This is an optimization exercise on Yosys and OpenROAD, whose aim is small area and a short achievable clock period, not a production implementation. Where RTL was checked, it was by simulation tests only, not by an equivalence proof against the original. Power and IR drop assume default switching activity.

==> inputs of v21 <==
// FPU_Addition
module FPU_Addition #(parameter BITS=32)
                        (input [BITS-1:0]A,
                         input [BITS-1:0]B,
                         input clk,
                         output [BITS-1:0] result);
==> module FPU_Addition, before the edit <==
module FPU_Addition #(parameter BITS=32)
                        (input [BITS-1:0]A,
                         input [BITS-1:0]B,
                         input clk,
                         output [BITS-1:0] result);
    wire [7:0] eA = A[30:23];
    wire [7:0] eB = B[30:23];
    wire [7:0] dAB, dBA;
    wire       cAB, cBA;
    fpa_add #(8, 3) u_dab (.a(eA), .b(~eB), .cin(1'b1), .s(dAB), .cout(cAB));
    fpa_add #(8, 3) u_dba (.a(eB), .b(~eA), .cin(1'b1), .s(dBA), .cout(cBA));
    wire comp = cAB;                              
    wire [7:0] d = comp ? dAB : dBA;
    wire [23:0] mL = comp ? {1'b1, A[22:0]} : {1'b1, B[22:0]};
    wire [23:0] mS = comp ? {1'b1, B[22:0]} : {1'b1, A[22:0]};
    wire [7:0]  eL = comp ? eA : eB;
    wire        sL = comp ? A[31] : B[31];
    wire        sub = A[31] ^ B[31];
    wire [23:0] s0 = d[0] ? {1'b0,  mS[23:1]} : mS;
    wire [23:0] s1 = d[1] ? {2'b0,  s0[23:2]} : s0;
    wire [23:0] s2 = d[2] ? {4'b0,  s1[23:4]} : s1;
    wire [23:0] s3 = d[3] ? {8'b0,  s2[23:8]} : s2;
    wire [23:0] s4 = d[4] ? {16'b0, s3[23:16]} : s3;
    wire [23:0] mSa = (|d[7:5]) ? 24'd0 : s4;
    wire [24:0] T;
    wire        tc;
    fpa_add #(25, 5) u_add (.a({1'b0, mL}), .b({1'b0, mSa} ^ {25{sub}}), .cin(sub),
                         .s(T), .cout(tc));
    reg [24:0] T_r;
    reg [7:0]  E_r;                               
    reg        sL_r;
    always @(posedge clk) begin
        T_r  <= T;
        E_r  <= eL + 8'd1;
        sL_r <= sL;
    end
    wire        z4 = ~|T_r[24:9];
    wire [24:0] n4 = z4 ? {T_r[8:0], 16'd0} : T_r;
    wire        z3 = ~|n4[24:17];
    wire [24:0] n3 = z3 ? {n4[16:0], 8'd0} : n4;
    wire        z2 = ~|n3[24:21];
    wire [24:0] n2 = z2 ? {n3[20:0], 4'd0} : n3;
    wire        z1 = ~|n2[24:23];
    wire [24:0] n1 = z1 ? {n2[22:0], 2'd0} : n2;
    wire        z0 = ~n1[24];
    wire [23:0] n0 = z0 ? n1[22:0] : n1[23:1];
    wire        tz = z4 & ~|T_r[8:0];
    wire [4:0]  lz = {z4, z3, z2 & ~tz, z1 & ~tz, z0};
    wire [2:0]  k3 = lz[2:0];
    reg  [2:0]  lo3;
    reg         b3;
    always @(*) begin
        case (k3)
            3'd0: {b3, lo3} = {1'b0, E_r[2:0]};
            3'd1: {b3, lo3} = {1'b0, E_r[2:0]} - 4'd1;
            3'd2: {b3, lo3} = {1'b0, E_r[2:0]} - 4'd2;
            3'd3: {b3, lo3} = {1'b0, E_r[2:0]} - 4'd3;
            3'd4: {b3, lo3} = {1'b0, E_r[2:0]} - 4'd4;
            3'd5: {b3, lo3} = {1'b0, E_r[2:0]} - 4'd5;
            3'd6: {b3, lo3} = {1'b0, E_r[2:0]} - 4'd6;
            default: {b3, lo3} = {1'b0, E_r[2:0]} - 4'd7;
        endcase
    end
    wire [4:0]  P0 = E_r[7:3];
    wire [4:0]  P1 = E_r[7:3] - 5'd1;
    wire [4:0]  P2 = E_r[7:3] - 5'd2;
    wire [4:0]  P3 = E_r[7:3] - 5'd3;
    wire [4:0]  P4 = E_r[7:3] - 5'd4;
    reg  [4:0]  Ua, Ub;
    always @(*) begin
        case (lz[4:3])
            2'd0: begin Ua = P0; Ub = P1; end
            2'd1: begin Ua = P1; Ub = P2; end
            2'd2: begin Ua = P2; Ub = P3; end
            default: begin Ua = P3; Ub = P4; end
        endcase
    end
    wire [7:0]  expo = {b3 ? Ub : Ua, lo3};
    assign result = {sL_r, expo, n0[22:0]};
endmodule
==> flow/config.mk <==
export PLATFORM = sky130hd
export DESIGN_NAME = FPU_Addition
export DESIGN_NICKNAME = FPU_Addition
export VERILOG_FILES = /design/flow/design.v
export SDC_FILE = /design/flow/constraint.sdc
export NUM_CORES = 4
export LEC_CHECK = 0
export CAP_MARGIN = 20
export CORE_MARGIN = 2
export CORE_UTILIZATION = 40
export CTS_BUF_LIST = sky130_fd_sc_hd__clkbuf_4
export SLEW_MARGIN = 20
==> flow/constraint.sdc <==
create_clock -name core_clock -period 30.0 [get_ports {clk}]
set_input_delay 6.0000 -clock core_clock [delete_from_list [all_inputs] [get_ports {clk}]]
set_output_delay 6.0000 -clock core_clock [all_outputs]
set_load 0.01 [all_outputs]
standard.sh (not shown) runs the stock make flow with config.mk's settings and CLKGATE_MAP_FILE= SYNTH_SCRIPT=/design/flow/synth_recipe.tcl, a recipe that flattens the netlist after the stock synthesis.
==> flow/flow/run.sh <==
#!/bin/bash
# Standard synthesis and layout with two changes: the port buffers are the
# small sky130_fd_sc_hd__buf_1 instead of the delay buffer buffer_ports picks
# by default, and the timing repair steps aim for extra setup slack (the
# margin in flow/margin.txt) so that they size and buffer the critical paths.
set -euo pipefail
MARGIN=$(cat flow/margin.txt)
bash standard.sh finish SETUP_SLACK_MARGIN=$MARGIN \
    "BUFFER_PORTS_ARGS=-buffer_cell sky130_fd_sc_hd__buf_1" > standard.log 2>&1
==> flow/flow/margin.txt <==
0
==> v19: changes against v21 <==
--- a/flow/design.v
+++ b/flow/design.v
@@ -35,10 +35,10 @@
     wire [7:0] eA = A[30:23];
     wire [7:0] eB = B[30:23];
-    wire [7:0] dAB, dBA;
-    wire       cAB, cBA;
-    fpa_add #(8, 3) u_dab (.a(eA), .b(~eB), .cin(1'b1), .s(dAB), .cout(cAB));
-    fpa_add #(8, 3) u_dba (.a(eB), .b(~eA), .cin(1'b1), .s(dBA), .cout(cBA));
-    wire comp = cAB;                              
-    wire [7:0] d = comp ? dAB : dBA;
+    wire [7:0] X;
+    wire       comp;                              
+    fpa_add #(8, 3) u_dab (.a(eA), .b(~eB), .cin(1'b1), .s(X), .cout(comp));
+    wire [4:0] Xn = ~X[4:0] + 5'd1;
+    wire [4:0] d = comp ? X[4:0] : Xn;
+    wire       big = comp ? |X[7:5] : ~(&X[7:5] & |X[4:0]);
     wire [23:0] mL = comp ? {1'b1, A[22:0]} : {1'b1, B[22:0]};
     wire [23:0] mS = comp ? {1'b1, B[22:0]} : {1'b1, A[22:0]};
@@ -51,5 +51,5 @@
     wire [23:0] s3 = d[3] ? {8'b0,  s2[23:8]} : s2;
     wire [23:0] s4 = d[4] ? {16'b0, s3[23:16]} : s3;
-    wire [23:0] mSa = (|d[7:5]) ? 24'd0 : s4;
+    wire [23:0] mSa = big ? 24'd0 : s4;
     wire [24:0] T;
     wire        tc;
@@ -57,9 +57,9 @@
                          .s(T), .cout(tc));
     reg [24:0] T_r;
-    reg [7:0]  E_r;                               
+    reg [7:0]  eL_r;
     reg        sL_r;
     always @(posedge clk) begin
         T_r  <= T;
-        E_r  <= eL + 8'd1;
+        eL_r <= eL;
         sL_r <= sL;
     end
@@ -76,34 +76,7 @@
     wire        tz = z4 & ~|T_r[8:0];
     wire [4:0]  lz = {z4, z3, z2 & ~tz, z1 & ~tz, z0};
-    wire [2:0]  k3 = lz[2:0];
-    reg  [2:0]  lo3;
-    reg         b3;
-    always @(*) begin
-        case (k3)
-            3'd0: {b3, lo3} = {1'b0, E_r[2:0]};
-            3'd1: {b3, lo3} = {1'b0, E_r[2:0]} - 4'd1;
-            3'd2: {b3, lo3} = {1'b0, E_r[2:0]} - 4'd2;
-            3'd3: {b3, lo3} = {1'b0, E_r[2:0]} - 4'd3;
-            3'd4: {b3, lo3} = {1'b0, E_r[2:0]} - 4'd4;
-            3'd5: {b3, lo3} = {1'b0, E_r[2:0]} - 4'd5;
-            3'd6: {b3, lo3} = {1'b0, E_r[2:0]} - 4'd6;
-            default: {b3, lo3} = {1'b0, E_r[2:0]} - 4'd7;
-        endcase
-    end
-    wire [4:0]  P0 = E_r[7:3];
-    wire [4:0]  P1 = E_r[7:3] - 5'd1;
-    wire [4:0]  P2 = E_r[7:3] - 5'd2;
-    wire [4:0]  P3 = E_r[7:3] - 5'd3;
-    wire [4:0]  P4 = E_r[7:3] - 5'd4;
-    reg  [4:0]  Ua, Ub;
-    always @(*) begin
-        case (lz[4:3])
-            2'd0: begin Ua = P0; Ub = P1; end
-            2'd1: begin Ua = P1; Ub = P2; end
-            2'd2: begin Ua = P2; Ub = P3; end
-            default: begin Ua = P3; Ub = P4; end
-        endcase
-    end
-    wire [7:0]  expo = {b3 ? Ub : Ua, lo3};
+    wire [6:0]  lo = {2'b0, eL_r[4:0]} + 7'd1 - {2'b0, lz};
+    wire [2:0]  hi = lo[6] ? eL_r[7:5] - 3'd1 : eL_r[7:5] + {2'd0, lo[5]};
+    wire [7:0]  expo = {hi, lo[4:0]};
     assign result = {sL_r, expo, n0[22:0]};
 endmodule
==> flow/flow/margin.txt (replaced) <==
18
- CAP_MARGIN: 20 -> 0
- CTS_BUF_LIST: sky130_fd_sc_hd__clkbuf_4 -> sky130_fd_sc_hd__clkbuf_8
- CTS_CLUSTER_DIAMETER: unset -> 200
- CTS_CLUSTER_SIZE: unset -> 40
- SLEW_MARGIN: 20 -> 0
==> results.txt <==
Cells after Synth 881; Pleak 2.84 nW; CP top delay family compound AO/OA/AOI/OAI gates; Die W 133 um; final instance area 7200 um^2; met2 routed WL 9.61 mm; Die ar. 17600 um^2; WL per Instance 17.7 um; min-delay src B[31]; status finished clean; syn_area_per_cell 7.50 um^2
The numbers above come from v21.

==> results.txt <==
status finished clean; Clk pin slew, worst setup/hold paths 0.06 ns; P per Cell Area 92.9 nW/um^2; syn_area_per_cell 7.73 um^2; Die ar. 15500 um^2; Pleak 2.77 nW; WL per Instance 16.9 um; CP top delay family simple AND/OR/NAND/NOR gates; Die W 125 um; period utilization 38.8%; largest reg by FF count T_r; met2 routed WL 7.94 mm; final instance area 6510 um^2
The numbers above come from v19.

No functional check of the RTL was part of v21.

[port drivers added, routing unchanged]
No port has a modelled driver above. Below, the same layouts with a new extraction and two added sets of constraints.
Step 1 (the two cells are an assumption about what drives the block):
set clk [get_ports {clk}]
set_driving_cell -lib_cell sky130_fd_sc_hd__clkbuf_16 $clk
set_driving_cell -lib_cell sky130_fd_sc_hd__buf_2 [delete_from_list [all_inputs] $clk]
Step 2 times the ports against the registers' clock, not the clock port: input delays grow and output delays shrink by t, the midpoint of the rising clock arrivals with the driver on.
Three values: ideal ports, drivers, drivers and shift; two values: the first two.
run | t, ns | slack for setup (ns) | hold WS [ns] | worst register clock-pin slew, ns | cell pins on the clock port's net
v21 | 0.348 | 17.372 / 17.379 / 17.031 | 5.971 / 5.963 / 6.311 | 0.09 / 0.09 | 1
v19 | 0.301 | 18.356 / 18.328 / 18.093 | 5.973 / 5.967 / 6.268 | 0.06 / 0.06 | 1
After both steps every run listed still meets setup and hold. The setup slack of v21, which loses most, moves by +0.007 ns with the drivers and by -0.341 ns with both steps.
